This is an optimization exercise on Yosys and OpenROAD, whose aim is a short achievable clock period and few clock cycles, not a production implementation. Where RTL was checked, it was by simulation tests only, not by an equivalence proof against the original. Only the layout flow was run in run 1; the RTL was not checked for function there. No activity file was given, so power comes from the tool's default toggle rates.

===== flow/config.mk =====
export PLATFORM = sky130hd
export DESIGN_NAME = proc
export DESIGN_NICKNAME = proc
export VERILOG_FILES = /design/flow/design.v
export SDC_FILE = /design/flow/constraint.sdc
export NUM_CORES = 4
export LEC_CHECK = 0
export ABC_CLOCK_PERIOD_IN_PS = 2500
export CAP_MARGIN = 20
export CORE_MARGIN = 2
export CORE_UTILIZATION = 40
export SETUP_SLACK_MARGIN = 5.0
export SLEW_MARGIN = 20
export SYNTH_HIERARCHICAL = 1
export TNS_END_PERCENT = 100

===== flow/design.v =====
module dff (q, d, clk, rst);
    output         q;
    input          d;
    input          clk;
    input          rst;
    reg            state;
    assign q = state;
    always @(posedge clk) begin
      state <= rst? 1'b0 : d;
    end
endmodule
module not1 (in1,out);
input in1;
output out;
assign out = ~in1;
endmodule
module nand2 (in1,in2,out);
input in1,in2;
output out;
assign out = ~(in1 & in2);
endmodule
module mux2_1(InA,InB,S,Out);
   input InA,InB,S;
   output Out;
   wire   a1,a2,n1;
   not1 n5(S,n1);
   nand2 n4(InA,n1,a1);
   nand2 n2(InB,S,a2);
   nand2 n3(a1,a2,Out);
endmodule
module register (q, d, clk, rst, we);
   parameter WIDTHreg = 16;
   input [WIDTHreg-1:0] d;
   input               clk, rst, we;
   output [WIDTHreg-1:0] q;
   wire [WIDTHreg-1:0]   enabledIn;
   mux2_1 mux[WIDTHreg-1:0] (.InA (q), .InB(d), .S({WIDTHreg{we}}), .Out(enabledIn));
   dff file[WIDTHreg-1:0] (.q(q), .d(enabledIn), .clk({WIDTHreg{clk}}), .rst({WIDTHreg{rst}}));
endmodule
module rf (
           read1data, read2data, err,
           clk, rst, read1regsel, read2regsel, writeregsel, writedata, write
           );
   parameter WIDTH = 16;
   input clk, rst;
   input [2:0] read1regsel;
   input [2:0] read2regsel;
   input [2:0] writeregsel;
   input [(WIDTH-1):0] writedata;
   input        write;
   output [(WIDTH-1):0] read1data;
   output [(WIDTH-1):0] read2data;
   output        err;
   wire [(WIDTH-1):0] readData0, readData1, readData2, readData3, readData4, readData5, readData6, readData7;
   wire [(WIDTH-1):0] writeData0, writeData1, writeData2, writeData3, writeData4, writeData5, writeData6, writeData7;
   reg [(WIDTH-1):0] outData1, outData2;
   assign read1data = outData1;
   assign read2data = outData2; 
   register my_regs0 (.d(writeData0), .q(readData0), .clk(clk), .rst(rst), .we(1'b1));
   register my_regs1 (.d(writeData1), .q(readData1), .clk(clk), .rst(rst), .we(1'b1));
   register my_regs2 (.d(writeData2), .q(readData2), .clk(clk), .rst(rst), .we(1'b1));
   register my_regs3 (.d(writeData3), .q(readData3), .clk(clk), .rst(rst), .we(1'b1));
   register my_regs4 (.d(writeData4), .q(readData4), .clk(clk), .rst(rst), .we(1'b1));
   register my_regs5 (.d(writeData5), .q(readData5), .clk(clk), .rst(rst), .we(1'b1));
   register my_regs6 (.d(writeData6), .q(readData6), .clk(clk), .rst(rst), .we(1'b1));
   register my_regs7 (.d(writeData7), .q(readData7), .clk(clk), .rst(rst), .we(1'b1));
   assign writeData0 = (write & (writeregsel == 3'b000)) ? writedata : readData0;
   assign writeData1 = (write & (writeregsel == 3'b001)) ? writedata : readData1;
   assign writeData2 = (write & (writeregsel == 3'b010)) ? writedata : readData2;
   assign writeData3 = (write & (writeregsel == 3'b011)) ? writedata : readData3;
   assign writeData4 = (write & (writeregsel == 3'b100)) ? writedata : readData4;
   assign writeData5 = (write & (writeregsel == 3'b101)) ? writedata : readData5;
   assign writeData6 = (write & (writeregsel == 3'b110)) ? writedata : readData6;
   assign writeData7 = (write & (writeregsel == 3'b111)) ? writedata : readData7; 
   always @ (read1regsel, readData0, readData1, readData2, readData3, readData4, readData5,
             readData6, readData7) begin
     case (read1regsel)
       3'b000: outData1 = readData0;
       3'b001: outData1 = readData1; 
       3'b010: outData1 = readData2;  	   
       3'b011: outData1 = readData3; 
       3'b100: outData1 = readData4;  
       3'b101: outData1 = readData5;
       3'b110: outData1 = readData6;
       3'b111: outData1 = readData7;
     endcase  
   end
   always @ (read2regsel, readData0, readData1, readData2, readData3, readData4, readData5,
             readData6, readData7) begin
     case (read2regsel)
       3'b000: outData2 = readData0;
       3'b001: outData2 = readData1; 
       3'b010: outData2 = readData2;  	   
       3'b011: outData2 = readData3; 
       3'b100: outData2 = readData4;  
       3'b101: outData2 = readData5;
       3'b110: outData2 = readData6;
       3'b111: outData2 = readData7;
     endcase  
   end
endmodule
module add1(
            A,
            B,
            CI,
            Sum,
            P,
            G
            );
   input A, B, CI;
   output Sum, G, P;
   assign Sum = A ^ B ^ CI;
   assign G   = A & B;
   assign P   = A | B;
endmodule  
module cla_logic(
                 CI,
                 P,
                 G,
                 C,
                 Ggroup,
                 Pgroup);
   input CI;
   input [3:0] P, G;
   output [4:1] C;
   output       Ggroup, Pgroup;
   assign C[1] = G[0] | P[0] & CI;
   assign C[2] = G[1] | P[1] & C[1];
   assign C[3] = G[2] | P[2] & C[2];
   assign C[4] = G[3] | P[3] & C[3];
   assign Ggroup = G[3] | P[3]&G[2] | P[3]&P[2]&G[1] | P[3]&P[2]&P[1]&G[0];
   assign Pgroup = P[3]&P[2]&P[1]&P[0];
endmodule  
module add4(
            A,                   
            B,                   
            CI,                  
            Sum,                 
            CO,                  
            Pgroup,              
            Ggroup               
            );
   input [3:0] A, B;
   input       CI;
   output [3:0] Sum;
   output       CO, Ggroup, Pgroup;
   wire [3:0]   G, P;
   wire [4:1]   C;
   add1 a0(A[0], B[0],   CI, Sum[0], P[0], G[0]);
   add1 a1(A[1], B[1], C[1], Sum[1], P[1], G[1]);
   add1 a2(A[2], B[2], C[2], Sum[2], P[2], G[2]);
   add1 a3(A[3], B[3], C[3], Sum[3], P[3], G[3]);   
   cla_logic clo (CI, P, G, C, Ggroup, Pgroup);
   assign CO = C[4];
endmodule  
module add16(
            A,                   
            B,                   
            CI,                  
            Sum,                 
            CO,                  
            Ggroup,              
            Pgroup               
            );
   input [15:0] A, B;
   input       CI;
   output [15:0] Sum;
   output       CO, Ggroup, Pgroup;
   wire [3:0]   G, P;
   wire [4:1]   C;
   wire [3:0]   COX;              
   add4 a0 (A[3:0],   B[3:0],     CI, Sum[3:0],   COX[0], P[0], G[0]);
   add4 a1 (A[7:4],   B[7:4],   C[1], Sum[7:4],   COX[1], P[1], G[1]);
   add4 a2 (A[11:8],  B[11:8],  C[2], Sum[11:8],  COX[2], P[2], G[2]);
   add4 a3 (A[15:12], B[15:12], C[3], Sum[15:12], COX[3], P[3], G[3]);   
   cla_logic clo (CI, P, G, C, Ggroup, Pgroup);
   assign CO = C[4];
endmodule  
module mux16_2_1(
                 in1,            
                 in2,            
                 s,              
                 out             
                 );
   input [15:0] in1, in2;
   input        s;
   output [15:0] out;
   assign out = s ? in2 : in1;
endmodule  
module shift1(
              in,                
              op,                
              out
              );
   input [15:0] in;
   input [1:0]  op;
   output reg [15:0] out;
   parameter OP_ROL = 0;             
   parameter OP_SLL = 1;             
   parameter OP_ROR = 2;             
   parameter OP_ASR = 3;             
   always @(*) begin
      case (op)
        OP_ROL: begin
           out[15:1] = in[14:0];
           out[0]    = in[15];
        end
        OP_SLL: begin
           out[15:1] = in[14:0];
           out[0]    = 0;
        end
        OP_ROR: begin
           out[14:0] = in[15:1];
           out[15]   = in[0];
        end
        OP_ASR: begin
           out[14:0] = in[15:1];
           out[15]   = in[15];
        end        
      endcase  
   end
endmodule  
module shift2(
              in,                
              op,                
              out
              );
   input [15:0] in;
   input [1:0]  op;
   output reg [15:0] out;
   parameter OP_ROL = 0;             
   parameter OP_SLL = 1;             
   parameter OP_ROR = 2;             
   parameter OP_ASR = 3;             
   always @(*) begin
      case (op)
        OP_ROL: begin
           out[15:2] = in[13:0];
           out[1:0]  = in[15:14];
        end
        OP_SLL: begin
           out[15:2] = in[13:0];
           out[1:0]  = 0;
        end
        OP_ROR: begin
           out[13:0]  = in[15:2];
           out[15:14] = in[1:0];
        end
        OP_ASR: begin
           out[13:0] = in[15:2];
           out[15]   = in[15];
           out[14]   = in[15];
        end        
      endcase  
   end
endmodule  
module shift4(
              in,                
              op,                
              out
              );
   input [15:0] in;
   input [1:0]  op;
   output reg [15:0] out;
   parameter OP_ROL = 0;             
   parameter OP_SLL = 1;             
   parameter OP_ROR = 2;             
   parameter OP_ASR = 3;             
   always @(*) begin
      case (op)
        OP_ROL: begin
           out[15:4] = in[11:0];
           out[3:0]  = in[15:12];
        end
        OP_SLL: begin
           out[15:4] = in[11:0];
           out[3:0]  = 0;
        end
        OP_ROR: begin
           out[11:0]  = in[15:4];
           out[15:12] = in[3:0];
        end
        OP_ASR: begin
           out[11:0] = in[15:4];
           out[15]   = in[15];
           out[14]   = in[15];
           out[13]   = in[15];
           out[12]   = in[15];
        end        
      endcase  
   end
endmodule  
module shift8(
              in,                
              op,                
              out
              );
   input [15:0] in;
   input [1:0]  op;
   output reg [15:0] out;
   parameter OP_ROL = 0;             
   parameter OP_SLL = 1;             
   parameter OP_ROR = 2;             
   parameter OP_ASR = 3;             
   always @(*) begin
      case (op)
        OP_ROL: begin
           out[15:8] = in[7:0];
           out[7:0]  = in[15:8];
        end
        OP_SLL: begin
           out[15:8] = in[7:0];
           out[7:0]  = 0;
        end
        OP_ROR: begin
           out[7:0]  = in[15:8];
           out[15:8] = in[7:0];
        end
        OP_ASR: begin
           out[7:0] = in[15:8];
           out[15]   = in[15];
           out[14]   = in[15];
           out[13]   = in[15];
           out[12]   = in[15];
           out[11]   = in[15];
           out[10]   = in[15];
           out[9]    = in[15];
           out[8]    = in[15];                                 
        end        
      endcase  
   end
endmodule  
module shift16(
               In,               
               Cnt,              
               Op,               
               Out               
               );
   input [15:0] In;
   input [3:0]  Cnt;
   input [1:0]  Op;
   output [15:0] Out;
   wire [15:0] l3, sl3,          
               l2, sl2,          
               l1, sl1,          
               l0, sl0;          
   shift8 s8 (l3, Op, sl3);
   shift4 s4 (l2, Op, sl2);
   shift2 s2 (l1, Op, sl1);
   shift1 s1 (l0, Op, sl0);
   assign l3 = In;
   mux16_2_1 m3 (l3, sl3, Cnt[3], l2);
   mux16_2_1 m2 (l2, sl2, Cnt[2], l1);
   mux16_2_1 m1 (l1, sl1, Cnt[1], l0);
   mux16_2_1 m0 (l0, sl0, Cnt[0], Out);   
endmodule  
module btr_calc(Rs, Rd);
input[15:0] Rs;
output[15:0] Rd;
assign Rd[15] = Rs[0];
assign Rd[14] = Rs[1];
assign Rd[13] = Rs[2];
assign Rd[12] = Rs[3];
assign Rd[11] = Rs[4];
assign Rd[10] = Rs[5];
assign Rd[9] = Rs[6];
assign Rd[8] = Rs[7];
assign Rd[7] = Rs[8];
assign Rd[6] = Rs[9];
assign Rd[5] = Rs[10];
assign Rd[4] = Rs[11];
assign Rd[3] = Rs[12];
assign Rd[2] = Rs[13];
assign Rd[1] = Rs[14];
assign Rd[0] = Rs[15];
endmodule
module ALU (
            A,                   
            B,                   
            Op,                  
            sign,                
            Out,                 
            OFL,                 
            Zero                 
            );
   input [15:0] A, B;
   input [4:0]  Op;
   input        sign;
   output reg [15:0] Out;
   output            OFL, Zero;
   parameter ADD   = 0;
   parameter SUB   = 1;
   parameter OR    = 2;
   parameter AND   = 3;
   parameter ROL   = 4;
   parameter SLL   = 5;
   parameter ROR   = 6;
   parameter SRA   = 7;
   parameter ST    = 8;
   parameter LD    = 9;
   parameter STU   = 10;
   parameter BTR   = 11;
   parameter SEQ   = 12;
   parameter SLT   = 13;
   parameter SLE   = 14;
   parameter SCO   = 15;
   parameter BEQZ  = 16;
   parameter BNEZ  = 17;
   parameter BLTZ  = 18;
   parameter LBI   = 19;
   parameter SLBI  = 20;
   parameter JINST = 21;
   parameter JAL   = 22;
   parameter JR    = 23;
   parameter JALR  = 24;
   parameter RET   = 25;
   parameter SIIC  = 26;
   parameter RTI   = 27;
   parameter NOP   = 28;
   parameter HALT  = 29;
   wire signed [15:0] opA;
   wire signed [15:0] opB;
   wire [15:0]        shifter_Out;
   reg [1:0]          shifter_op;
   wire [15:0]        add_Sum;
   wire               add_CO, add_P, add_G;
   wire [15:0]        btr_rd;              
   wire               OFL_signed, OFL_unsigned;
   shift16 shifter (opA, opB[3:0], shifter_op, shifter_Out); 
   add16   adder   (.A(opA),
                    .B(opB),
                    .CI(Cin),
                    .Sum(add_Sum), 
                    .CO(add_CO), 
                    .Ggroup(add_G),
                    .Pgroup(add_P));
   btr_calc btr(.Rs(opA), .Rd(btr_rd));
   wire               sub = (Op == SUB);
   assign opA = sub ? B     : A;
   assign opB = sub ? ~A    : B;
   assign Cin = sub ? 1'b1  : 1'b0;
   assign OFL_signed = ( opA[15] &  opB[15] & ~add_Sum[15]) |   
                       (~opA[15] & ~opB[15] &  add_Sum[15]);    
   assign OFL_unsigned = add_CO;
   assign OFL = sign ? OFL_signed : OFL_unsigned;
   assign Zero = (opA == 16'h0000) ? 1'b1 : 1'b0;		 
   always @ (Op, add_Sum, add_CO, shifter_Out, opA, opB, btr_rd) begin
      shifter_op = 2'b00;
      case (Op)
        ADD   : Out = add_Sum;
        SUB   : Out = add_Sum;
        ROR   : begin
	   shifter_op = 2'b10;
	   Out = shifter_Out;
	end	
        SRA   : begin
	   shifter_op = 2'b11;
	   Out = shifter_Out;
	end
	ROL   : begin
	   shifter_op = 2'b00;
	   Out = shifter_Out;
	end
	SLL   : begin
	   shifter_op = 2'b01;
	   Out = shifter_Out;
	end
	OR    : Out = opA | opB;
        AND   : Out = opA & opB;
	LD    : Out = add_Sum;
	ST    : Out = add_Sum; 
	STU   : Out = add_Sum;
	BTR   : Out = btr_rd;
	SEQ   : Out = (opA == opB) ? 16'h0001 : 16'h0000;
	SLT   : Out = opA < opB;
	SLE   : Out = opA <= opB;
	BLTZ  : Out = (opA[15]) ? 16'hFFFF : 16'h0000;	 
	SCO   : Out = add_CO;
	LBI   : Out = opB;
	SLBI  : Out = {opA[7:0], 8'b0} | opB;
	JR    : Out = add_Sum;
	JALR  : Out = add_Sum;
	RET   : Out = opB;		 
	SIIC  : Out = 16'b0; 	 
        RTI   : Out = 16'b0;		 
	NOP   : Out = 16'b0;		 
	HALT  : Out = 16'b0;		 
        default:
          Out = 16'hbada;
      endcase
   end
endmodule  
module alu_op_decode (instr, alu_op);
input [15:0] instr;
output [4:0] alu_op;
parameter ADD   = 0;
parameter SUB   = 1;
parameter OR    = 2;
parameter AND   = 3;
parameter ROL   = 4;
parameter SLL   = 5;
parameter ROR   = 6;
parameter SRA   = 7;
parameter ST    = 8;
parameter LD    = 9;
parameter STU   = 10;
parameter BTR   = 11;
parameter SEQ   = 12;
parameter SLT   = 13;
parameter SLE   = 14;
parameter SCO   = 15;
parameter BEQZ  = 16;
parameter BNEZ  = 17;
parameter BLTZ  = 18;
parameter LBI   = 19;
parameter SLBI  = 20;
parameter JINST = 21;
parameter JAL   = 22;
parameter JR    = 23;
parameter JALR  = 24;
parameter RET   = 25;
parameter SIIC  = 26;
parameter RTI   = 27;
parameter NOP   = 28;
parameter HALT  = 29;
reg [4:0] op;
wire [6:0] instr_op;
assign instr_op = {instr[15:11], instr[1:0]};
assign alu_op = op;
always @ (*) begin
	casex (instr_op)
	7'b1101100 : op = ADD;
	7'b1101101 : op = SUB;
	7'b1101110 : op = OR;
	7'b1101111 : op = AND;
	7'b1101000 : op = ROL;
	7'b1101001 : op = SLL;
	7'b1101010 : op = ROR;
	7'b1101011 : op = SRA;
	7'b00000xx : op = HALT;
	7'b00001xx : op = NOP;
	7'b01000xx : op = ADD;
	7'b01001xx : op = SUB;
	7'b01010xx : op = OR;
	7'b01011xx : op = AND;
	7'b10100xx : op = ROL;
	7'b10101xx : op = SLL;
	7'b10110xx : op = ROR;
	7'b10111xx : op = SRA;
	7'b10000xx : op = ST;
	7'b10001xx : op = LD;
	7'b10011xx : op = STU;
	7'b11001xx : op = BTR;
	7'b11100xx : op = SEQ;
	7'b11101xx : op = SLT;
	7'b11110xx : op = SLE;
	7'b11111xx : op = SCO;
	7'b01100xx : op = BEQZ;
	7'b01101xx : op = BNEZ;
	7'b01111xx : op = BLTZ;
	7'b11000xx : op = LBI;
	7'b10010xx : op = SLBI;
	7'b00100xx : op = JINST;
	7'b00101xx : op = JR;
	7'b00110xx : op = JAL;
	7'b00111xx : op = JALR;
	7'b01110xx : op = RET;
	7'b00010xx : op = SIIC;
	7'b00011xx : op = RTI;
	default	  : op = 5'b11111;
	endcase
end
endmodule
module alu_operand_decode (instr, rsVal, rtVal, opA, opB);
   input [15:0] instr;
   input [15:0] rsVal;
   input [15:0] rtVal;
   output [15:0] opA;
   output [15:0] opB;
   reg [15:0]    opBVal;
   wire [6:0]    op;
   assign opA = rsVal;
   assign opB = opBVal;
   assign op = {instr[15:11], instr[1:0]};
   always @ (*) begin
      casex (op)
	7'b1101100 :  
	  opBVal = rtVal;
	7'b1101101 :  
	  opBVal = rtVal;
	7'b1101110 :  
	  opBVal = rtVal;
	7'b1101111 :  
	  opBVal = rtVal;
	7'b1101000 :  
	  opBVal = rtVal;
	7'b1101001 :  
	  opBVal = rtVal;
	7'b1101010 :  
	  opBVal = rtVal;
	7'b1101011 :  
	  opBVal = rtVal;
	7'b00000xx :  
	  opBVal = 16'b0;	 
	7'b00001xx :  
	  opBVal = 16'b0;	 
	7'b01000xx :  
	  opBVal = {{11{instr[4]}}, instr[4:0]};  
	7'b01001xx :  
	  opBVal = {{11{instr[4]}}, instr[4:0]};  
	7'b01010xx :  
	  opBVal = {11'b0, instr[4:0]};		 
	7'b01011xx :  
	  opBVal = {11'b0, instr[4:0]};		 
	7'b10100xx :  
	  opBVal = {11'b0, instr[4:0]};		 
	7'b10101xx :  
	  opBVal = {11'b0, instr[4:0]};		 
	7'b10110xx :  
	  opBVal = {11'b0, instr[4:0]};		 
	7'b10111xx :  
	  opBVal = {11'b0, instr[4:0]};		 
	7'b10000xx :  
	  opBVal = {{11{instr[4]}}, instr[4:0]};  
	7'b10001xx :  
	  opBVal = {{11{instr[4]}}, instr[4:0]};  
	7'b10011xx :  
	  opBVal = {{11{instr[4]}}, instr[4:0]};  
	7'b11001xx :  
	  opBVal = 16'b1;	 
	7'b11100xx :  
	  opBVal = rtVal;
	7'b11101xx :  
	  opBVal = rtVal;
	7'b11110xx :  
	  opBVal = rtVal;
	7'b11111xx :  
	  opBVal = rtVal;
	7'b01100xx :  
	  opBVal = {{8{instr[7]}}, instr[7:0]};		 
	7'b01101xx :  
	  opBVal = {{8{instr[7]}}, instr[7:0]};		 
	7'b01111xx :  
	  opBVal = {{8{instr[7]}}, instr[7:0]};		 
	7'b11000xx :  
	  opBVal = {{8{instr[7]}}, instr[7:0]};		 
	7'b10010xx :  
	  opBVal = {8'b0, instr[7:0]};					 
	7'b00100xx :  
	  opBVal = {{5{instr[10]}}, instr[10:0]};	 
	7'b00101xx :  
	  opBVal = {{8{instr[7]}}, instr[7:0]};		 
	7'b00110xx :  
	  opBVal = {{5{instr[10]}}, instr [10:0]};  
	7'b00111xx :  
	  opBVal = {{8{instr[7]}}, instr[7:0]};		 
	7'b01110xx :  
	  opBVal = rtVal;
	7'b00010xx :  
	  opBVal = 16'b0;   
	7'b00011xx :  
	  opBVal = 16'b0;   
	default	  : opBVal = 16'b1;	
      endcase
   end
endmodule
module alu_destination_decode (instr, rd, we_reg);
   input [15:0] instr;
   output reg [2:0] rd;
   output reg       we_reg;
   wire [2:0]       rd_imm, rd_reg, rd_ld_imm;
   assign rd_imm = instr[7:5];
   assign rd_reg = instr[4:2];
   assign rd_ld_imm = instr[10:8];
   wire [6:0]       op;
   assign op = {instr[15:11], instr[1:0]};
   always @ (*) begin
      casex (op)
	7'b1101100 : begin  
	   rd = rd_reg;
	   we_reg = 1'b1;
	end
	7'b1101101 : begin  
	   rd = rd_reg;
	   we_reg = 1'b1;
	end
	7'b1101110 : begin  
	   rd = rd_reg;
	   we_reg = 1'b1;
	end
	7'b1101111 : begin 
	   rd = rd_reg;
	   we_reg = 1'b1;
	end
	7'b1101000 : begin  
	   rd = rd_reg;
	   we_reg = 1'b1;
	end
	7'b1101001 : begin  
	   rd = rd_reg;
	   we_reg = 1'b1;
        end
	7'b1101010 : begin  
	   rd = rd_reg;
	   we_reg = 1'b1;
	end
	7'b1101011 : begin 
	   rd = rd_reg;
	   we_reg = 1'b1;
        end
	7'b11100xx : begin  
	   rd = rd_reg;
	   we_reg = 1'b1;
        end
	7'b11101xx : begin 
	   rd = rd_reg;
	   we_reg = 1'b1;
        end
	7'b11110xx : begin 
	   rd = rd_reg;
           we_reg = 1'b1;
	end
	7'b11111xx : begin  
	   rd = rd_reg;
	   we_reg = 1'b1;
        end
	7'b11001xx : begin  
	   rd = rd_reg;
           we_reg = 1'b1;
	end
	7'b01000xx : begin  
	   rd = rd_imm;
	   we_reg = 1'b1;
        end
	7'b01001xx : begin 
	   rd = rd_imm;
           we_reg = 1'b1;
        end
	7'b01010xx : begin 
	   rd = rd_imm;
	   we_reg = 1'b1;
        end
	7'b01011xx : begin  
	   rd = rd_imm;
           we_reg = 1'b1;
        end
	7'b10100xx : begin  
	   rd = rd_imm;
           we_reg = 1'b1;
        end
	7'b10101xx : begin  
	   rd = rd_imm;
           we_reg = 1'b1;
        end
	7'b10110xx : begin  
	   rd = rd_imm;
           we_reg = 1'b1;
	end
	7'b10111xx : begin  
	   rd = rd_imm;
 	   we_reg = 1'b1;
        end
	7'b10001xx : begin  
	   rd = rd_imm;
	   we_reg = 1'b1;
        end
	7'b11000xx : begin  
	   rd = rd_ld_imm;
	   we_reg = 1'b1;
	end
	7'b10010xx : begin 
	   rd = rd_ld_imm;
	   we_reg = 1'b1;
	end
	7'b00110xx : begin  
	   rd = 3'd7;
	   we_reg = 1'b1;
	end
	7'b00111xx : begin  
	   rd = 3'd7;
	   we_reg = 1'b1;
	end
  	7'b10011xx : begin  
	   rd = rd_ld_imm;
	   we_reg = 1'b1;
	end
	7'b10000xx : begin  
           rd = 3'd0;
           we_reg = 1'b0;
        end
	7'b01100xx : begin  
           rd = 3'd0;
	   we_reg = 1'b0;
        end
	7'b01101xx : begin  
           rd = 3'd0;
	   we_reg = 1'b0;
        end
	7'b01111xx : begin  
           rd = 3'd0;
	   we_reg = 1'b0;
        end
	7'b00100xx : begin  
           rd = 3'd0;
	   we_reg = 1'b0;
        end
	7'b00101xx : begin  
           rd = 3'd0;
	   we_reg = 1'b0;
        end
	7'b01110xx : begin  
           rd = 3'd0;
	   we_reg = 1'b0;
        end
	7'b00010xx : begin  
           rd = 3'd0;
	   we_reg = 1'b0;
        end
	7'b00011xx : begin  
           rd = 3'd0;
	   we_reg = 1'b0;
        end
	7'b00000xx : begin  
           rd = 3'd0;
	   we_reg = 1'b0;
        end
	7'b00001xx : begin  
           rd = 3'd0;
	   we_reg = 1'b0;
        end
	default	  : begin
           rd = 3'd0;
           we_reg = 1'b0;
        end
      endcase
   end
endmodule
module branch_logic (op, zero, top_alu, bt);
   input [4:0] op;
   input       zero;
   input       top_alu;
   output reg  bt;
   parameter BEQZ = 5'b01100;
   parameter BNEZ = 5'b01101;
   parameter BLTZ = 5'b01111;
   parameter JUMP = 5'b00100;
   parameter JR   = 5'b00101;
   parameter JAL  = 5'b00110;
   parameter JALR = 5'b00111;
   parameter RET  = 5'b01110;
   always@(*) begin
      case (op)
	BEQZ : bt = (zero == 1'b1) ? 1'b1 : 1'b0;
	BNEZ : bt = (zero == 1'b1) ? 1'b0 : 1'b1;
	BLTZ : bt = (zero == 1'b0 && top_alu == 1'b1) ? 1'b1 : 1'b0;
        JUMP : bt = 1;
        JR   : bt = 1;
        JAL  : bt = 1;
        JALR : bt = 1;
        RET  : bt = 1;
        default : bt = 0;
      endcase
   end
endmodule
module brj_addr_calc (instr, next_pc, dest_addr);
   input [15:0] instr;
   input [15:0] next_pc;
   output [15:0] dest_addr;
   wire [4:0]    op;
   wire          co, G, P;
   reg [15:0]    sextVal;
   assign op = instr[15:11];
   add16 add (.A(sextVal), .B(next_pc), .CI(1'b0), .Sum(dest_addr), .CO(co), .Ggroup(G), .Pgroup (P));
   always @ (*) begin
      case (op)
	5'b01100 : begin   
	   sextVal = {{8{instr[7]}}, instr[7:0]};		
	end
	5'b01101 : begin   
	   sextVal = {{8{instr[7]}}, instr[7:0]}; 
	end
	5'b01111 : begin	 
	   sextVal = {{8{instr[7]}}, instr[7:0]};
	end
	5'b00100 : begin	 
	   sextVal = {{5{instr[10]}}, instr[10:0]};
	end
	5'b00110 : begin   
	   sextVal = {{5{instr[10]}}, instr[10:0]};
	end
	default :  begin
	   sextVal = 16'b0;
	end			
      endcase
   end
endmodule
module next_pc_addr (instr, pc_inc, alu_out, brj_dest, bt, stall, next_pc, pc);
   input [15:0] instr;
   input [15:0] pc_inc;
   input [15:0] pc;
   input [15:0] alu_out;
   input [15:0] brj_dest;
   input        bt;
   input        stall;
   output [15:0] next_pc;
   wire [4:0]        op;
   reg [15:0] br_pc;
   assign op = instr[15:11];
   assign next_pc = (stall & ~bt) ? pc : br_pc; 
   always @ (*) begin
         case (op)
	   5'b01100 : begin	 
	      br_pc = (bt == 1'b1) ? brj_dest : pc_inc;
	   end
	   5'b01101 : begin   
	      br_pc = (bt == 1'b1) ? brj_dest : pc_inc;
	   end
	   5'b01111 : begin   
	      br_pc = (bt == 1'b1) ? brj_dest : pc_inc;
	   end
	   5'b00100 : begin   
	      br_pc = brj_dest;	
	   end
	   5'b00101 : begin   
	      br_pc = alu_out;
	   end
	   5'b00110 : begin   
	      br_pc = brj_dest;
	   end
	   5'b00111 : begin   
	      br_pc = alu_out;
	   end
	   5'b01110 : begin   
	      br_pc = alu_out;
	   end
	   5'b00011 : begin   
	      br_pc = alu_out;
	   end
	   default : begin
	      br_pc = pc_inc;
	   end
         endcase  
   end
endmodule
module mem_decode_logic (instr, e_mem, wr_mem, halt);
   input [15:0] instr;
   output reg   halt;		 
   output reg   e_mem;
   output reg   wr_mem;
   wire [6:0]   op;
   assign op = {instr[15:11], instr[1:0]};
   always @ (*) begin
      casex (op)
	7'b10001xx : begin  
	   wr_mem = 1'b0;
	   e_mem = 1'b1;
	   halt = 1'b0;
        end
	7'b10011xx : begin 
	   wr_mem = 1'b1;
	   e_mem = 1'b1;
	   halt = 1'b0;
	end
	7'b10000xx : begin  
	   wr_mem = 1'b1;
           e_mem = 1'b1;
	   halt = 1'b0;
	end 
	7'b00000xx : begin  
	   wr_mem = 1'b0;
	   e_mem = 1'b0;
	   halt = 1'b1;
        end      
	default	  : begin
	   e_mem = 1'b0;
	   wr_mem = 1'b0;
	   halt = 1'b0;
        end
      endcase
   end
endmodule
module dest_data_decode (instr, next_pc, alu_out, mem_out, rdata);
   input [15:0] instr;
   input [15:0] next_pc;
   input [15:0] alu_out;
   input [15:0] mem_out;
   output reg [15:0] rdata;
   wire [6:0]        op; 
   assign op = {instr[15:11], instr[1:0]};
   always @ (*) begin
      casex (op)
	7'b1101100 :  
	  rdata = alu_out;
	7'b1101101 :  
	  rdata = alu_out;
	7'b1101110 :  
	  rdata = alu_out;
	7'b1101111 :  
	  rdata = alu_out;
	7'b1101000 :  
	  rdata = alu_out;
	7'b1101001 :  
	  rdata = alu_out;
	7'b1101010 :  
	  rdata = alu_out;
	7'b1101011 :  
	  rdata = alu_out;
	7'b11100xx :  
	  rdata = alu_out;
	7'b11101xx :  
	  rdata = alu_out;
	7'b11110xx :  
	  rdata = alu_out;
	7'b11111xx :  
	  rdata = alu_out;
	7'b11001xx :  
	  rdata = alu_out;
	7'b01000xx :  
	  rdata = alu_out;
	7'b01001xx :  
	  rdata = alu_out;
	7'b01010xx :  
	  rdata = alu_out;
	7'b01011xx :  
	  rdata = alu_out;
	7'b10100xx :  
	  rdata = alu_out;
	7'b10101xx :  
	  rdata = alu_out;
	7'b10110xx :  
	  rdata = alu_out;
	7'b10111xx :  
	  rdata = alu_out;
	7'b10001xx :  
	  rdata = mem_out;
	7'b11000xx :  
	  rdata = alu_out;
	7'b10010xx :  
	  rdata = alu_out;
	7'b00110xx :  
	  rdata = next_pc;
	7'b00111xx :  
	  rdata = next_pc;
	7'b10011xx :  
	  rdata = alu_out;   
	default	  : rdata = 16'b0;
      endcase
   end
endmodule
module proc(
	    clk,
	    rst,
	    imem_rdata,
	    dmem_rdata,
	    imem_addr,
	    dmem_addr,
	    dmem_wdata,
	    dmem_en,
	    dmem_wr,
	    halt
	    );
   input clk;
   input rst;
   input [15:0] imem_rdata;
   input [15:0] dmem_rdata;
   output [15:0] imem_addr;
   output [15:0] dmem_addr;
   output [15:0] dmem_wdata;
   output        dmem_en;
   output        dmem_wr;
   output        halt;
   localparam OP_HALT = 5'b00000, OP_J = 5'b00100, OP_JR = 5'b00101, OP_JAL = 5'b00110,
              OP_JALR = 5'b00111, OP_ADDI = 5'b01000, OP_SUBI = 5'b01001, OP_ORI = 5'b01010,
              OP_ANDI = 5'b01011, OP_BEQZ = 5'b01100, OP_BNEZ = 5'b01101, OP_RET = 5'b01110,
              OP_BLTZ = 5'b01111, OP_ST = 5'b10000, OP_LD = 5'b10001, OP_SLBI = 5'b10010,
              OP_STU = 5'b10011, OP_LBI = 5'b11000, OP_BTR = 5'b11001, OP_SHR = 5'b11010,
              OP_ALR = 5'b11011, OP_SEQ = 5'b11100, OP_SLT = 5'b11101, OP_SLE = 5'b11110,
              OP_SCO = 5'b11111;
   reg [15:0] pc;
   reg [15:0] ras;            
   reg        ras_v;
   reg        d_v;
   reg [2:0]  d_rs, d_rt, d_dst;
   reg [7:0]  d_i8;
   reg [15:0] d_imm, d_pc2, d_tgt, d_ras;
   reg        d_pt;           
   reg        d_wr, d_rrr, d_agu, d_ret, d_jr, d_ld, d_st, d_stu, d_lbi, d_slbi, d_call, d_halt;
   reg        d_beqz, d_bnez, d_bltz;
   reg        d_sum, d_sub, d_or, d_and, d_shl, d_shr, d_rot, d_btr, d_seq, d_slt, d_sle, d_sco;
   reg        x_jr;
   reg        x_wr, x_ld, x_en, x_we, x_halt, x_beqz, x_bnez, x_bltz, x_pt, x_ev;
   reg [2:0]  x_dst;
   reg [15:0] x_A, x_B, x_S, x_addr, x_early, x_ebyp, x_pc2, x_tgt;
   reg        x_sub;
   reg        x_s_sum, x_s_or, x_s_and, x_s_shl, x_s_shr, x_s_btr, x_s_seq, x_s_slt, x_s_sle,
              x_s_sco, x_s_slbi, x_s_early, x_rot;
   reg [15:0] rf [0:7];
   reg [15:0] d_rfa, d_rft;   
   reg        d_rfa_z;        
   reg        x_zk, x_zv, x_nk, x_nv;  
   reg        fa_x, ft_x, fa_w, ft_w, f7_x, f7_w;  
   reg        w_wr;           
   reg [2:0]  w_dst;
   reg [15:0] w_res;
   wire        stall, x_redir, d_redir;
   wire        d_go = d_v & ~stall & ~x_redir;
   wire        d_bres, d_bmis, d_jrr;
   wire [15:0] d_btgt;
   wire [15:0] x_rtgt, agu, x_res;
   wire [15:0] fi = imem_rdata;
   wire [4:0]  fop = fi[15:11];
   wire [15:0] pc2 = pc + 16'd2;
   wire [15:0] f_tt;          
   wire [8:0]  lo8;
   wire [11:0] lo11;
   wire [7:0]  h8m1, h8p1, h8p2;
   wire [4:0]  h5m1, h5p1, h5p2;
   wisc_addlo8  a8  (.a(pc2[7:0]),  .b(fi[7:0]),  .s(lo8));
   wisc_addlo11 a11 (.a(pc2[10:0]), .b(fi[10:0]), .s(lo11));
   wisc_hv8 hv8 (.a(pc[15:8]),  .m1(h8m1), .p1(h8p1), .p2(h8p2));
   wisc_hv5 hv5 (.a(pc[15:11]), .m1(h5m1), .p1(h5p1), .p2(h5p2));
   wire [7:0]  t8c1, t8c0;
   wire [4:0]  t11c1, t11c0;
   wisc_hpre8 hp8 (.c2(&pc[7:1]), .sg(fi[7]), .h(pc[15:8]), .m1(h8m1), .p1(h8p1), .p2(h8p2),
                   .c1v(t8c1), .c0v(t8c0));
   wisc_hpre5 hp5 (.c2(&pc[10:1]), .sg(fi[10]), .h(pc[15:11]), .m1(h5m1), .p1(h5p1), .p2(h5p2),
                   .c1v(t11c1), .c0v(t11c0));
   wisc_tsel tsel (.fi(fi), .lo8(lo8), .lo11(lo11), .t8c1(t8c1), .t8c0(t8c0), .t11c1(t11c1), .t11c0(t11c0),
                   .tgt(f_tt));
   wire        f_isj    = (fop == OP_J) | (fop == OP_JAL);
   wire        f_isbr   = (fop == OP_BEQZ) | (fop == OP_BNEZ) | (fop == OP_BLTZ);
   wire        f_isret  = (fop == OP_RET);
   wire        f_iscall = (fop == OP_JAL) | (fop == OP_JALR);
   wire        f_brt    = f_isbr & (fi[7] | (fop == OP_BNEZ));
   wire        f_take   = f_isj | f_brt;
   wire [15:0] f_seq    = (f_isret & ras_v) ? ras : pc2;
   wire        s_x = x_redir;
   wire        s_d = d_v & ~stall & ~x_redir & d_jrr;
   wire        s_b = d_v & ~stall & ~x_redir & d_bmis;
   wire        s_h = stall & ~x_redir;
   wire        s_n = ~x_redir & ~d_redir & ~stall;
   wire [15:0] pc_rest = ({16{s_x & ~rst}} & x_rtgt) | ({16{s_b & ~rst}} & d_btgt) | ({16{s_h & ~rst}} & pc) |
                         ({16{s_d & ~rst}} & r7) | ({16{s_n & ~f_take & ~rst}} & f_seq);
   wire [15:0] pc_next;
   wisc_mux16 pcmux (.s(s_n & f_take & ~rst), .a(f_tt), .b(pc_rest), .y(pc_next));
   always @(posedge clk) begin
      pc <= pc_next;
   end
   always @(posedge clk) begin
      if (rst)
        ras_v <= 1'b0;
      else if (f_iscall) begin
         ras_v <= 1'b1;
         ras <= pc2;
      end
   end
   assign imem_addr = pc;
   wire f_alr  = (fop == OP_ALR);
   wire f_rfmt = (fop == OP_BTR) | (fop == OP_SHR) | f_alr | (fop[4:2] == 3'b111);
   wire f_ifmt = (fop[4:2] == 3'b010) | (fop[4:2] == 3'b101) | (fop == OP_LD);
   wire f_sfmt = (fop == OP_LBI) | (fop == OP_SLBI) | (fop == OP_STU);
   wire [2:0] f_dst = f_iscall ? 3'd7 : f_sfmt ? fi[10:8] : f_ifmt ? fi[7:5] : fi[4:2];
   wire f_shi  = (fop[4:2] == 3'b101);
   wire f_shr_r = (fop == OP_SHR);
   wire [1:0] f_shop = f_shr_r ? fi[1:0] : fop[1:0];
   reg  [15:0] f_imm;
   always @(*) begin
      case (fop)
        OP_ADDI, OP_SUBI, OP_ST, OP_LD, OP_STU: f_imm = {{11{fi[4]}}, fi[4:0]};
        OP_LBI, OP_JR, OP_JALR:                 f_imm = {{8{fi[7]}}, fi[7:0]};
        OP_SLBI:                                f_imm = {8'd0, fi[7:0]};
        default:                                f_imm = {11'd0, fi[4:0]};
      endcase
   end
   wire [2:0] n_rs = stall ? d_rs : fi[10:8];
   wire [2:0] n_rt = stall ? d_rt : fi[7:5];
   wire       n_xw = d_go & d_wr;
   wire        w_hit_a = w_wr & (w_dst == n_rs);
   wire [15:0] n_rfa, n_rft;
   wisc_mux16 wamux (.s(w_hit_a), .a(w_res), .b(rf[n_rs]), .y(n_rfa));
   wisc_mux16 wtmux (.s(w_wr & (w_dst == n_rt)), .a(w_res), .b(rf[n_rt]), .y(n_rft));
   always @(posedge clk) begin
      d_rfa <= n_rfa;
      d_rfa_z <= (w_hit_a ? (w_res == 16'd0) : (rf[n_rs] == 16'd0));
      d_rft <= n_rft;
      fa_x <= n_xw & (d_dst == n_rs);
      ft_x <= n_xw & (d_dst == n_rt);
      f7_x <= n_xw & (d_dst == 3'd7);
      f7_w <= x_wr & (x_dst == 3'd7);
      fa_w <= x_wr & (x_dst == n_rs);
      ft_w <= x_wr & (x_dst == n_rt);
   end
   always @(posedge clk) begin
      if (rst | x_redir | d_redir)
        d_v <= 1'b0;
      else if (!stall)
        d_v <= 1'b1;
      if (!stall) begin
         d_rs   <= fi[10:8];
         d_rt   <= fi[7:5];
         d_i8   <= fi[7:0];
         d_dst  <= f_dst;
         d_imm  <= f_imm;
         d_pc2  <= pc2;
         d_tgt  <= f_tt;
         d_ras  <= ras;
         d_pt   <= f_isret ? ras_v : f_brt;
         d_wr   <= f_rfmt | f_ifmt | f_sfmt | f_iscall;
         d_rrr  <= f_shr_r | f_alr | (fop[4:2] == 3'b111);
         d_agu  <= (fop == OP_LD) | (fop == OP_ST) | (fop == OP_STU) | (fop == OP_JR) | (fop == OP_JALR);
         d_ret  <= f_isret;
         d_jr   <= (fop == OP_JR) | (fop == OP_JALR);
         d_ld   <= (fop == OP_LD);
         d_st   <= (fop == OP_ST) | (fop == OP_STU);
         d_stu  <= (fop == OP_STU);
         d_lbi  <= (fop == OP_LBI);
         d_slbi <= (fop == OP_SLBI);
         d_call <= f_iscall;
         d_halt <= (fop == OP_HALT);
         d_beqz <= (fop == OP_BEQZ);
         d_bnez <= (fop == OP_BNEZ);
         d_bltz <= (fop == OP_BLTZ);
         d_sub  <= (fop == OP_SUBI) | (f_alr & (fi[1:0] == 2'b01));
         d_sum  <= (fop == OP_ADDI) | (fop == OP_SUBI) | (f_alr & ~fi[1]);
         d_or   <= (fop == OP_ORI) | (f_alr & (fi[1:0] == 2'b10));
         d_and  <= (fop == OP_ANDI) | (f_alr & (fi[1:0] == 2'b11));
         d_shl  <= (f_shi | f_shr_r) & ~f_shop[1];
         d_shr  <= (f_shi | f_shr_r) & f_shop[1];
         d_rot  <= ~f_shop[0];
         d_btr  <= (fop == OP_BTR);
         d_seq  <= (fop == OP_SEQ);
         d_slt  <= (fop == OP_SLT);
         d_sle  <= (fop == OP_SLE);
         d_sco  <= (fop == OP_SCO);
      end
   end
   wire        a_fx = fa_x;
   wire        t_fx = ft_x;
   wire [15:0] a_rf = fa_w ? w_res : d_rfa;
   wire [15:0] t_rf = ft_w ? w_res : d_rft;
   wire [15:0] a_val, t_val, b_val;
   wisc_mux16 amux (.s(a_fx), .a(x_res), .b(a_rf), .y(a_val));
   wisc_mux16 tmux (.s(t_fx), .a(x_res), .b(t_rf), .y(t_val));
   wire        b_fx = d_rrr & t_fx;
   wire [15:0] b_oth = d_rrr ? t_rf : d_imm;
   wisc_mux16 bmux (.s(b_fx), .a(x_res), .b(b_oth), .y(b_val));
   wire [15:0] base = a_fx ? x_ebyp : a_rf;
   wire        base_ok = ~a_fx | x_ev;
   wire [15:0] sum_b;
   wire [8:0]  ab_lo;
   wire [7:0]  ab_hp, ab_hm;
   wisc_addlo8  ab8 (.a(base[7:0]), .b(d_imm[7:0]), .s(ab_lo));
   wisc_incdec8 abi (.a(base[15:8]), .p(ab_hp), .m(ab_hm));
   wisc_hsel8   abs (.c(ab_lo[8]), .sg(d_imm[15]), .h(base[15:8]), .hp(ab_hp), .hm(ab_hm), .y(sum_b[15:8]));
   assign sum_b[7:0] = ab_lo[7:0];
   wire        r7_fx = f7_x;
   wire [15:0] r7 = r7_fx ? x_ebyp : f7_w ? w_res : rf[7];
   wire        r7_ok = ~r7_fx | x_ev;
   assign agu = d_ret ? r7 : sum_b;
   assign stall = d_v & ((d_agu & ~base_ok) | (d_ret & ~r7_ok));
   wire ret_hit = d_pt & (r7 == d_ras);
   wire [15:0] t_e  = t_fx ? x_ebyp : t_rf;
   wire        t_ok = ~t_fx | x_ev;
   wire [15:0] ez_b = d_rrr ? t_e : d_imm;
   wire [15:0] ez_a = base ^ {16{d_sub}};
   wire [15:0] ez_p = ez_b ^ ez_a;
   wire [15:0] ez_o = ez_b | ez_a;
   wire        ez_add = (ez_p == {ez_o[14:0], d_sub});
   wire        ez_eq  = (base == t_e);
   wire        ez_ult = (base[14:0] < t_e[14:0]);
   wire        ez_lt  = (base[15] & ~t_e[15]) | (~(base[15] ^ t_e[15]) & ez_ult);
   wire        ez_cmp = (d_seq & ez_eq) | (d_slt & ez_lt) | (d_sle & (ez_lt | ez_eq));
   wire        d_cmp  = d_seq | d_slt | d_sle;
   always @(posedge clk) begin
      if (rst | ~d_go) begin
         x_wr <= 1'b0; x_ld <= 1'b0; x_en <= 1'b0; x_we <= 1'b0; x_halt <= 1'b0;
         x_beqz <= 1'b0; x_bnez <= 1'b0; x_bltz <= 1'b0; x_jr <= 1'b0;
      end else begin
         x_wr <= d_wr; x_ld <= d_ld; x_en <= d_ld | d_st; x_we <= d_st; x_halt <= d_halt;
         x_beqz <= d_beqz & ~d_bres; x_bnez <= d_bnez & ~d_bres; x_bltz <= d_bltz & ~d_bres;
         x_jr <= d_jr;
      end
      x_dst <= d_dst;
      x_A <= a_val;
      x_B <= b_val;
      x_S <= t_val;
      x_addr <= sum_b;
      x_early <= d_stu ? sum_b : d_call ? d_pc2 : d_imm;
      x_ebyp <= d_stu ? sum_b : d_call ? d_pc2 : d_lbi ? d_imm : {base[7:0], d_i8};
      x_ev <= d_stu | d_call | d_lbi | (d_slbi & base_ok);
      x_zk <= d_call | d_lbi | ((d_slbi | (d_cmp & t_ok) | (d_sum & (~d_rrr | t_ok))) & base_ok);
      x_zv <= d_call ? (d_pc2 == 16'd0) : d_lbi ? (d_imm == 16'd0) : d_slbi ? ({base[7:0], d_i8} == 16'd0) :
              d_sum ? ez_add : ~ez_cmp;
      x_nk <= d_call | d_lbi | (d_slbi & base_ok) | d_cmp;
      x_nv <= d_call ? d_pc2[15] : d_lbi ? d_imm[15] : d_slbi & base[7];
      x_pc2 <= d_pc2;
      x_tgt <= d_tgt;
      x_pt <= d_pt;
      x_sub <= d_sub;
      x_s_sum <= d_sum; x_s_or <= d_or; x_s_and <= d_and;
      x_s_shl <= d_shl; x_s_shr <= d_shr; x_rot <= d_rot;
      x_s_btr <= d_btr; x_s_seq <= d_seq; x_s_slt <= d_slt; x_s_sle <= d_sle;
      x_s_sco <= d_sco; x_s_slbi <= d_slbi; x_s_early <= d_stu | d_call | d_lbi;
   end
   wire [15:0] ax = x_A ^ {16{x_sub}};
   wire [8:0]  xs_lo, xs_h0, xs_h1;
   wisc_addc8 xal (.a(x_B[7:0]),  .b(ax[7:0]),  .ci(x_sub), .s(xs_lo));
   wisc_addc8 xh0 (.a(x_B[15:8]), .b(ax[15:8]), .ci(1'b0),  .s(xs_h0));
   wisc_addc8 xh1 (.a(x_B[15:8]), .b(ax[15:8]), .ci(1'b1),  .s(xs_h1));
   wire [8:0]  xs_hi;
   wisc_mux9  xhs (.s(xs_lo[8]), .a(xs_h1), .b(xs_h0), .y(xs_hi));
   wire [15:0] sum = {xs_hi[7:0], xs_lo[7:0]};
   wire        c16 = xs_hi[8];
   wire        ult = (x_A[14:0] < x_B[14:0]);
   wire        eq  = (x_A == x_B);
   wire        slt = (x_A[15] & ~x_B[15]) | (~(x_A[15] ^ x_B[15]) & ult);
   wire [3:0]  n = x_B[3:0];
   wire [15:0] l0 = n[0] ? {x_A[14:0], x_rot ? x_A[15]    : 1'b0}  : x_A;
   wire [15:0] l1 = n[1] ? {l0[13:0],  x_rot ? l0[15:14]  : 2'b0}  : l0;
   wire [15:0] l2 = n[2] ? {l1[11:0],  x_rot ? l1[15:12]  : 4'b0}  : l1;
   wire [15:0] l3 = n[3] ? {l2[7:0],   x_rot ? l2[15:8]   : 8'b0}  : l2;
   wire        sg = x_A[15];
   wire [15:0] r0 = n[0] ? {x_rot ? x_A[0]   : sg,       x_A[15:1]} : x_A;
   wire [15:0] r1 = n[1] ? {x_rot ? r0[1:0]  : {2{sg}},  r0[15:2]}  : r0;
   wire [15:0] r2 = n[2] ? {x_rot ? r1[3:0]  : {4{sg}},  r1[15:4]}  : r1;
   wire [15:0] r3 = n[3] ? {x_rot ? r2[7:0]  : {8{sg}},  r2[15:8]}  : r2;
   wire [15:0] btr;
   genvar gi;
   generate for (gi = 0; gi < 16; gi = gi + 1) begin : g_btr
      assign btr[gi] = x_A[15-gi];
   end endgenerate
   wire [15:0] x_oth = ({16{x_s_or}} & (x_A | x_B)) | ({16{x_s_and}} & (x_A & x_B)) |
                  ({16{x_s_shl}} & l3) | ({16{x_s_shr}} & r3) | ({16{x_s_btr}} & btr) |
                  ({16{x_s_slbi}} & {x_A[7:0], x_B[7:0]}) |
                  ({16{x_s_early}} & x_early) | ({16{x_ld}} & dmem_rdata) |
                  {15'd0, (x_s_seq & eq) | (x_s_slt & slt) | (x_s_sle & (slt | eq))};
   wisc_fin xfin (.s(x_s_sum), .a(sum), .sc(x_s_sco), .c(c16), .o(x_oth), .y(x_res));
   wire a_zero = (x_A == 16'd0);
   wire taken  = (x_beqz & a_zero) | (x_bnez & ~a_zero) | (x_bltz & x_A[15]);
   assign x_redir = ((x_beqz | x_bnez | x_bltz) & (taken ^ x_pt)) | x_jr;
   assign x_rtgt = x_jr ? x_addr : taken ? x_tgt : x_pc2;
   always @(posedge clk) begin
      if (w_wr)
        rf[w_dst] <= w_res;
   end
   always @(posedge clk) begin
      if (rst)
        w_wr <= 1'b0;
      else
        w_wr <= x_wr;
      w_dst <= x_dst;
      w_res <= x_res;
   end
   wire        d_zero = a_fx ? x_zv : fa_w ? (w_res == 16'd0) : d_rfa_z;
   wire        d_neg  = a_fx ? x_nv : fa_w ? w_res[15] : d_rfa[15];
   wire        d_rok  = ~a_fx | (d_bltz ? x_nk : x_zk);
   wire        d_isbr = d_beqz | d_bnez | d_bltz;
   wire        d_tk   = (d_beqz & d_zero) | (d_bnez & ~d_zero) | (d_bltz & d_neg);
   assign d_bres = d_isbr & d_rok;
   assign d_bmis = d_bres & (d_tk ^ d_pt);
   assign d_btgt = d_tk ? d_tgt : d_pc2;
   assign d_jrr  = d_ret & ~ret_hit;
   assign d_redir = d_v & ~stall & ~x_redir & (d_jrr | d_bmis);
   assign dmem_addr = x_addr;
   assign dmem_wdata = x_S;
   assign dmem_en = x_en;
   assign dmem_wr = x_we;
   assign halt = x_halt;
endmodule
module wisc_mux16 (s, a, b, y);
   input        s;
   input [15:0] a, b;
   output [15:0] y;
   assign y = s ? a : b;
endmodule
module wisc_addlo8 (a, b, s);
   input [7:0] a, b;
   output [8:0] s;
   assign s = {1'b0, a} + {1'b0, b};
endmodule
module wisc_addlo11 (a, b, s);
   input [10:0] a, b;
   output [11:0] s;
   assign s = {1'b0, a} + {1'b0, b};
endmodule
module wisc_incdec8 (a, p, m);
   input [7:0] a;
   output [7:0] p, m;
   assign p = a + 1'b1;
   assign m = a - 1'b1;
endmodule
module wisc_hv8 (a, m1, p1, p2);
   input [7:0] a;
   output [7:0] m1, p1, p2;
   assign m1 = a - 8'd1;
   assign p1 = a + 8'd1;
   assign p2 = a + 8'd2;
endmodule
module wisc_hv5 (a, m1, p1, p2);
   input [4:0] a;
   output [4:0] m1, p1, p2;
   assign m1 = a - 5'd1;
   assign p1 = a + 5'd1;
   assign p2 = a + 5'd2;
endmodule
module wisc_tsel (fi, lo8, lo11, t8c1, t8c0, t11c1, t11c0, tgt);
   input [15:0] fi;
   input [8:0]  lo8;
   input [11:0] lo11;
   input [7:0]  t8c1, t8c0;
   input [4:0]  t11c1, t11c0;
   output [15:0] tgt;
   wire        isj = (fi[15:13] == 3'b001) & ~fi[11];
   wire [7:0]  t8h  = lo8[8] ? t8c1 : t8c0;
   wire [4:0]  t11h = lo11[11] ? t11c1 : t11c0;
   assign tgt = isj ? {t11h, lo11[10:0]} : {t8h, lo8[7:0]};
endmodule
module wisc_hpre8 (c2, sg, h, m1, p1, p2, c1v, c0v);
   input       c2, sg;
   input [7:0] h, m1, p1, p2;
   output [7:0] c1v, c0v;
   assign c1v = c2 ? (sg ? p1 : p2) : (sg ? h : p1);
   assign c0v = c2 ? (sg ? h : p1) : (sg ? m1 : h);
endmodule
module wisc_hpre5 (c2, sg, h, m1, p1, p2, c1v, c0v);
   input       c2, sg;
   input [4:0] h, m1, p1, p2;
   output [4:0] c1v, c0v;
   assign c1v = c2 ? (sg ? p1 : p2) : (sg ? h : p1);
   assign c0v = c2 ? (sg ? h : p1) : (sg ? m1 : h);
endmodule
module wisc_ao3 (s1, a, s2, b, s3, c, y);
   input        s1, s2, s3;
   input [15:0] a, b, c;
   output [15:0] y;
   assign y = ({16{s1}} & a) | ({16{s2}} & b) | ({16{s3}} & c);
endmodule
module wisc_hsel8 (c, sg, h, hp, hm, y);
   input       c, sg;
   input [7:0] h, hp, hm;
   output [7:0] y;
   assign y = (c & ~sg) ? hp : (~c & sg) ? hm : h;
endmodule
module wisc_addc8 (a, b, ci, s);
   input [7:0] a, b;
   input       ci;
   output [8:0] s;
   assign s = {1'b0, a} + {1'b0, b} + {8'd0, ci};
endmodule
module wisc_mux9 (s, a, b, y);
   input       s;
   input [8:0] a, b;
   output [8:0] y;
   assign y = s ? a : b;
endmodule
module wisc_fin (s, a, sc, c, o, y);
   input        s, sc, c;
   input [15:0] a, o;
   output [15:0] y;
   assign y = ({16{s}} & a) | {15'd0, sc & c} | o;
endmodule

===== flow/constraint.sdc =====
create_clock -name core_clock -period 8.0 [get_ports {clk}]
set_input_delay 1.6000 -clock core_clock [delete_from_list [all_inputs] [get_ports {clk}]]
set_output_delay 1.6000 -clock core_clock [all_outputs]
set_load 0.01 [all_outputs]

===== flow/run.sh =====
#!/bin/bash
# synth_recipe.tcl (not shown) runs the flow's synth.tcl, then flattens the netlist and writes it again
# the make line also repeats each setting of config.mk as NAME=value (left out here)
make -C /OpenROAD-flow-scripts/flow DESIGN_CONFIG=/design/flow/config.mk WORK_HOME=/design/flow/orfs CLKGATE_MAP_FILE= SYNTH_SCRIPT=/design/flow/synth_recipe.tcl finish

==> results of run 1 <==
[cell usage after synthesis (all sizes together), types with 87 or more instances]
cell type / n / area (µm²)
a21oi: 89 / 468
clkbuf: 126 / 474
dfxtp: 238 / 4760
edfxtp: 235 / 7060
ha: 140 / 1750
inv: 87 / 327
mux2: 174 / 2240
mux2i: 279 / 2790
nand2: 377 / 1420
nand3: 126 / 631
nor2: 127 / 477
o21ai: 155 / 783
xnor2: 92 / 806
[stage by stage]
step,cell area (µm²),util (%)
final,35900,49.3
after global routing,35900,49.3
after CTS,34600,47.5
after detailed placement,31100,42.7
after global placement,31000,42.6
after floorplan,29700,-
[worst max-delay path, stage by stage, from the launching register on]
cell     delay (ps)
dfxtp_2         330
buf_12          130
buf_6           130
fa_2            420
fa_2            390
a21oi_2         140
nor2b_2          70
a31oi_2         170
o21ai_1         100
buf_6           140
mux2_4          330
a221o_2         450
mux2_4          320
[Yosys stat by module (local to each module, per instance)]
module / flip-flops and latches / cells / cell area (µm²)
wisc_incdec8: 0 / 38 / 262
wisc_hv8: 0 / 48 / 382
wisc_addc8: 0 / 38 / 313
wisc_tsel: 0 / 33 / 373
wisc_addlo8: 0 / 39 / 315
wisc_hv5: 0 / 26 / 215
wisc_hpre8: 0 / 47 / 484
wisc_addlo11: 0 / 68 / 529
proc: 473 / 2243 / 23200
wisc_fin: 0 / 18 / 151
wisc_mux9: 0 / 10 / 146
wisc_mux16: 0 / 18 / 249
wisc_hsel8: 0 / 27 / 277
wisc_hpre5: 0 / 30 / 295
[sequential cells by signal (all words and copies together) (netlist names), 4 cells and up]
signal	cells
d_rft	16
d_i8	8
d_ras	16
x_early	11
d_imm	4
x_tgt	16
x_S	16
x_A	16
pc	16
w_res	16
d_pc2	16
rf	128
x_ebyp	16
ras	16
d_rfa	16
d_tgt	16
x_B	16
x_addr	16
x_pc2	16
[kinds of logic after synthesis]
group | after synthesis
simple gates | 824
buf+inv | 282
flops | 473
xor+xnor | 164
other cells | 2
mux | 463
compound gates | 531
fa+ha+maj | 149
[per-layer routing]
metal	global-route usage [%]	up-vias
li1	-	10847
met1	36.2	12074
met2	43.3	1283
met3	3.77	248
met4	10.2	2
met5	0	-
[final cells by class]
| type | count | area share, % |
|---|---|---|
| well taps | 959 | 3.34 |
| repair buffers | 303 | 8.54 |
| clock inverters | 25 | 0.593 |
| multi-input cells | 2136 | 49.4 |
| inverters | 88 | 1.09 |
| flip-flops and latches | 473 | 33.3 |
| repair inverters | 4 | 0.0732 |
| clock buffers | 67 | 3.75 |
| diodes | 1 | 0.00697 |
[final timing paths]
check / to / slack, ps / depth (start not counted)
min reg2reg: x_s_or / 340 / 0
min: x_s_or / 340 / 0
max reg2reg: x_S[0] / 4740 / 12
max: x_S[0] / 4740 / 12
[timing repair]
action / CTS / global route
endpoints found under the hold margin: 0 / 0
setup buffers: 82 / 67
hold buffers: 0 / 0
gates cloned: 11 / 9
resized for setup: 430 / 158
setup endpoints to repair: 306 / 124
pin swaps: 37 / 34
[power by group]
part / total [mW] / leakage [nW] / internal (mW) / switching, mW
registers: 3.17 / 4.35 / 2.82 / 0.341
clock network: 2.26 / 0.750 / 1.28 / 0.986
logic: 2.32 / 9.24 / 1.06 / 1.26
==> results_dict.tcl, run 1 <==
set metrics [dict create \
    status "complete, no violations" \
    worstMarginPinSlew_ps 982 \
    async_flop_share_pct 0 \
    dr.pass1.iters 8 \
    yosys_most_used_dff "dfxtp_1" \
    fin_crit_sh_pct 40.8 \
    root_buffer "clkbuf_16" \
    final_common_cell "nand2_1" \
    max_cap_viol_count 0 \
    via_per_inst 6.03 \
    final_cell_count_no_fill 4056 \
    ys_seq_elements 473 \
    setup_ws_ps 4740 \
    power.leakage_nw 14.3 \
    slew_headroom_pct 34.5 \
    place_inst 3794 \
    routabilityCongestion 0.976 \
    multi_input_area_um2 17700 \
    antenna_found_initial 5 \
    cp-startpoint "x_sub" \
    yosysWarnings 7 \
    muxShareOfSynthArea_pct 17.9 \
    ant_nets 0 \
    cts_made_buffers 49 \
    dp_slack_ps 2850 \
    r2r-start "x_sub" \
    worstPathMaxFanout 5 \
    power_mw 7.75 \
    clockBufferDepth 3 \
    wl_met3_um 8820 \
    pin_count 85 \
    drive_gt1_share_pct 26.2 \
    period_needed_ps 3260 \
    wl_met1_um 44600 \
    cts_tree "yes" \
    nets 3238 \
    start_util_pct 40.3 \
    critPathLaunchType "register" \
    io_buffers 84 \
    synth_cells 2888 \
    first_iter_violations 2599 \
    die_y_um 275 \
    syn-cell-area_um2 29400 \
    die-area_um2 75600 \
    max_clock_freq_ghz 0.307 \
    syn_nets 3071 \
    synthSimpleGateAreaFrac_pct 13.1 \
    layout_common_cells "363 x nand2_1, 242 x mux2i_1, 235 x edfxtp_1" \
    synth_edf_count 235 \
    synthAdderAreaFrac_pct 6.58 \
    synthXorXnorAreaFrac_pct 4.89 \
    powerDensity_nw_per_um2 216 \
    grt_setup_unrepaired "true" \
    grt_max_degree 69 \
    finalSetupViolations 0 \
    crit_type "register to register" \
    endpoint_kind "register" \
    grt_pass1_vias 23351 \
    routedWlPerCell_um 26.3 \
    synth_cell_types 93 \
    ir_drop_uv 167 \
    core_um2 72800 \
    grt_pass1_wl_um 152000 \
    hold_start "d_or" \
    path_clk_slew_ps 70 \
    wl_um 107000 \
    ys_seq_area_share_pct 40.2 \
    num_vias 24454 \
    fill_cells 6513 \
    synth_top_family_by_area "multiplexers" \
    die_w_um 275 \
    grtUsageTotal_pct 26.7 \
    dr_wl_met2_um 48900 \
    dr.max_layer_used "met5" \
    h-tree-depth 2 \
    clock_skew_ps 14.6 \
    tns_ps 0 \
    drv_slew 0 \
    drc 0 \
    gr-total-overflow 0 \
    syn_avg_cell_area_um2 10.2 \
    worstPathArrival_ps 3740 \
    synth-compound-area-share_pct 12.4 \
    hp-class "register to register" \
    seqCellArea_um2 11900 \
    dp_hpwl_um 72000 \
    area_growth_pct 22.2 \
    whs_ps 343 \
    rows 99 \
    clock_latency_ps 600 \
    cts.sinks 473 \
    finalHoldViolations 0 \
    critPathRequiredTime_ps 8480 \
]
==> run 2: changes to the inputs <==
--- a/flow/design.v
+++ b/flow/design.v
@@ -1099,5 +1099,5 @@
    reg        d_rfa_z;        
    reg        x_zk, x_zv, x_nk, x_nv;  
-   reg        fa_x, ft_x, fa_w, ft_w, f7_x, f7_w;  
+   reg        fa_x, ft_x, fa_w, ft_w, f7_x;  
    reg        w_wr;           
    reg [2:0]  w_dst;
@@ -1176,16 +1176,11 @@
    wire [2:0] n_rt = stall ? d_rt : fi[7:5];
    wire       n_xw = d_go & d_wr;
-   wire        w_hit_a = w_wr & (w_dst == n_rs);
-   wire [15:0] n_rfa, n_rft;
-   wisc_mux16 wamux (.s(w_hit_a), .a(w_res), .b(rf[n_rs]), .y(n_rfa));
-   wisc_mux16 wtmux (.s(w_wr & (w_dst == n_rt)), .a(w_res), .b(rf[n_rt]), .y(n_rft));
-   always @(posedge clk) begin
-      d_rfa <= n_rfa;
-      d_rfa_z <= (w_hit_a ? (w_res == 16'd0) : (rf[n_rs] == 16'd0));
-      d_rft <= n_rft;
+   always @(posedge clk) begin
+      d_rfa <= rf[n_rs];
+      d_rfa_z <= (rf[n_rs] == 16'd0);
+      d_rft <= rf[n_rt];
       fa_x <= n_xw & (d_dst == n_rs);
       ft_x <= n_xw & (d_dst == n_rt);
       f7_x <= n_xw & (d_dst == 3'd7);
-      f7_w <= x_wr & (x_dst == 3'd7);
       fa_w <= x_wr & (x_dst == n_rs);
       ft_w <= x_wr & (x_dst == n_rt);
@@ -1255,5 +1250,5 @@
    assign sum_b[7:0] = ab_lo[7:0];
    wire        r7_fx = f7_x;
-   wire [15:0] r7 = r7_fx ? x_ebyp : f7_w ? w_res : rf[7];
+   wire [15:0] r7 = r7_fx ? x_ebyp : rf[7];
    wire        r7_ok = ~r7_fx | x_ev;
    assign agu = d_ret ? r7 : sum_b;
@@ -1341,6 +1336,6 @@
    assign x_rtgt = x_jr ? x_addr : taken ? x_tgt : x_pc2;
    always @(posedge clk) begin
-      if (w_wr)
-        rf[w_dst] <= w_res;
+      if (x_wr)
+        rf[x_dst] <= x_res;
    end
    always @(posedge clk) begin
==> run 2 against run 1 <==
Effect of this change:
- still clean on timing, DRC and antenna
- global-route usage decreased by 0.35 points
- synthesized cell count up 1.6%
- utilization shrank 0.18 points
- hold slack worse by 3.0 ps
- via count down 0.36%
- combinational power up 3%
==> results_dict.tcl, run 2 <==
set metrics [dict create \
    dp_hpwl_um 71500 \
    start_util_pct 40.5 \
    status "complete, no violations" \
    root_buffer "clkbuf_16" \
    fill_cells 6575 \
    max_clock_freq_ghz 0.315 \
    grt_pass1_vias 23715 \
    io_buffers 84 \
    pin_count 85 \
    place_inst 3824 \
    final_cell_count_no_fill 4070 \
    ir_drop_uv 182 \
    drv_slew 0 \
    synth_cell_types 96 \
    synthTopCellsByArea "edfxtp_1 24%, dfxtp_1 16%, mux2i_1 7.3%, ha_1 5.9%, mux2_2 5.4%" \
    worstMarginPinSlew_ps 1120 \
    clock_latency_ps 620 \
    antenna_found_initial 4 \
    die-area_um2 76300 \
    synth_commonest_cells "332 x nand2_1, 235 x edfxtp_1, 233 x dfxtp_1, 217 x mux2i_1, 158 x o21ai_0" \
    cts.sinks 468 \
    syn_nets 3118 \
    ys_seq_area_share_pct 39.6 \
    period_needed_ps 3170 \
    grtUsageTotal_pct 26.4 \
    num_vias 24366 \
    crit_type "register to register" \
    rows 99 \
    grt_pass1_wl_um 154000 \
    synth_edf_count 235 \
    slew_headroom_pct 25.1 \
    largest_register "rf" \
    syn-cell-area_um2 29600 \
    fin_area_um2 36000 \
    area_growth_pct 21.3 \
    hp-class "register to register" \
    worstPathMaxFanout 5 \
    placed_cell_area_um2 31300 \
    wl_um 106000 \
    drc 0 \
    dr.pass1.iters 6 \
    synth_top_area_cell "edfxtp_1" \
    gr-total-overflow 0 \
    finalHoldViolations 0 \
    clock_skew_ps 23.6 \
    r2r_slack_ps 4830 \
    grt_setup_unrepaired "true" \
    fin_crit_sh_pct 39.7 \
    die_w_um 276 \
    nets 3250 \
    yosysWarnings 7 \
    powerDensity_nw_per_um2 221 \
    path_clk_slew_ps 70 \
    synthMostInstantiatedCell "nand2_1" \
    die_y_um 276 \
    seqCellArea_um2 11800 \
    grt_max_degree 68 \
    drive_gt1_share_pct 25.6 \
    cts_tree "yes" \
    h-tree-depth 2 \
    critPathRequiredTime_ps 8490 \
    layout_common_cells "323 x nand2_1, 235 x edfxtp_1, 194 x mux2i_1" \
    critPathLaunchType "register" \
    routedWlPerCell_um 26.1 \
    routabilityCongestion 0.978 \
    async_flop_share_pct 0 \
    via_per_inst 5.99 \
    core_um2 73200 \
    endpoint_kind "register" \
    yosys_most_used_dff "edfxtp_1" \
    yosysTopAreaCellShare_pct 23.8 \
]
==> run 2: cell types whose count changed in the layout (fill, tap and decap cells not counted), sizes merged, moves of 13 or more <==
cell / before / now
mux2i: 279 / 217
nand2: 377 / 332
and2: 13 / 46
buf: 223 / 193
nand2b: 17 / 47
a32oi: 3 / 32
nor2b: 28 / 54
a211oi: 12 / 36
mux2: 176 / 200
a32o: 17 / 0
o221a: 0 / 16
a22oi: 36 / 49
==> run 2: critical path, cell delays in order, from the launching register on <==
cell	delay, ps
dfxtp_4	380
buf_6	140
fa_2	410
fa_2	370
a21oi_2	140
nor2b_2	60
a31oi_2	210
o21ai_2	100
buf_6	140
mux2_4	330
a221o_4	450
mux2_4	290
==> run 2: power by group <==
| part | internal [mW] | total, mW | leakage (nW) | switching (mW) |
|---|---|---|---|---|
| clock | 1.43 | 2.46 | 0.864 | 1.03 |
| sequential | 2.80 | 3.10 | 4.30 | 0.296 |
| combinational | 1.09 | 2.38 | 9.03 | 1.28 |
| total | 5.33 | 7.94 | 14.2 | 2.61 |
==> run 2: cells by family after synthesis <==
logic type	Yosys count	synth area share, %
other	2	0.0253
XOR/XNOR	160	4.73
AO/OA/AOI/OAI	571	13.5
AND/OR/NAND/NOR	872	14.3
multiplexers	430	16.7
flip-flops	468	39.6
adder cells (fa/ha/maj)	149	6.52
buffers and inverters	283	4.65
==> run 2: layout make-up <==
cell class              instances  area share [%]
multi-input cells            2188            50.1
flip-flops and latches        468            32.9
repair buffers                275            7.82
clock buffers                  67            4.09
well taps                     959            3.34
inverters                      81           0.954
clock inverters                29           0.811
repair inverters                2          0.0348
diodes                          1         0.00696
==> run 2: per-stage QoR <==
step	util [%]	setup slack (ps)	hold WS, ps
final	49.1	4830	340
after global routing	49.1	4770	352
after CTS	47.9	4840	343
after detailed placement	42.7	2940	332
after global placement	42.7	2950	331
after floorplan	-	4380	323
==> run 2: routing by layer <==
metal,global-route usage [%],share of wire (%),vias up
li1,-,-,10963
met1,35.3,42,11981
met2,43.0,46,1185
met3,3.84,7.6,235
met4,10.7,4.6,2
met5,0,0.019,-
==> run 2: worst paths after layout <==
path                            startpoint  endpoint  depth (start not counted)
worst max register to register       x_sub    x_S[0]                         11
worst max-delay path                 x_sub    x_S[0]                         11
worst min register to register       d_sco   x_s_sco                          0
worst min-delay path                 d_sco   x_s_sco                          0
==> run 2: per-module statistics from Yosys, one instance, submodules excluded, a selection <==
module	cell area (µm²)	times used	flip-flops and latches	cells inside
wisc_fin	151	1	0	18
wisc_hv5	215	1	0	26
wisc_incdec8	262	1	0	38
wisc_addlo8	315	2	0	39
wisc_hv8	382	1	0	48
wisc_mux16	249	4	0	18
wisc_hsel8	277	1	0	27
wisc_mux9	146	1	0	10
proc	24000	1	468	2326
wisc_tsel	373	1	0	33
wisc_addlo11	529	1	0	68
wisc_addc8	313	3	0	38
==> run 2: what timing repair did <==
action                                  4_1_cts  5_1_grt
pin swaps                                    29       24
endpoints found under the setup margin      433      242
buffers inserted                             85       46
cloned                                       11        6
gates resized for setup                     390       97
Testbench counts of run 2, summed over its fixed seeds: cycles 86,302.
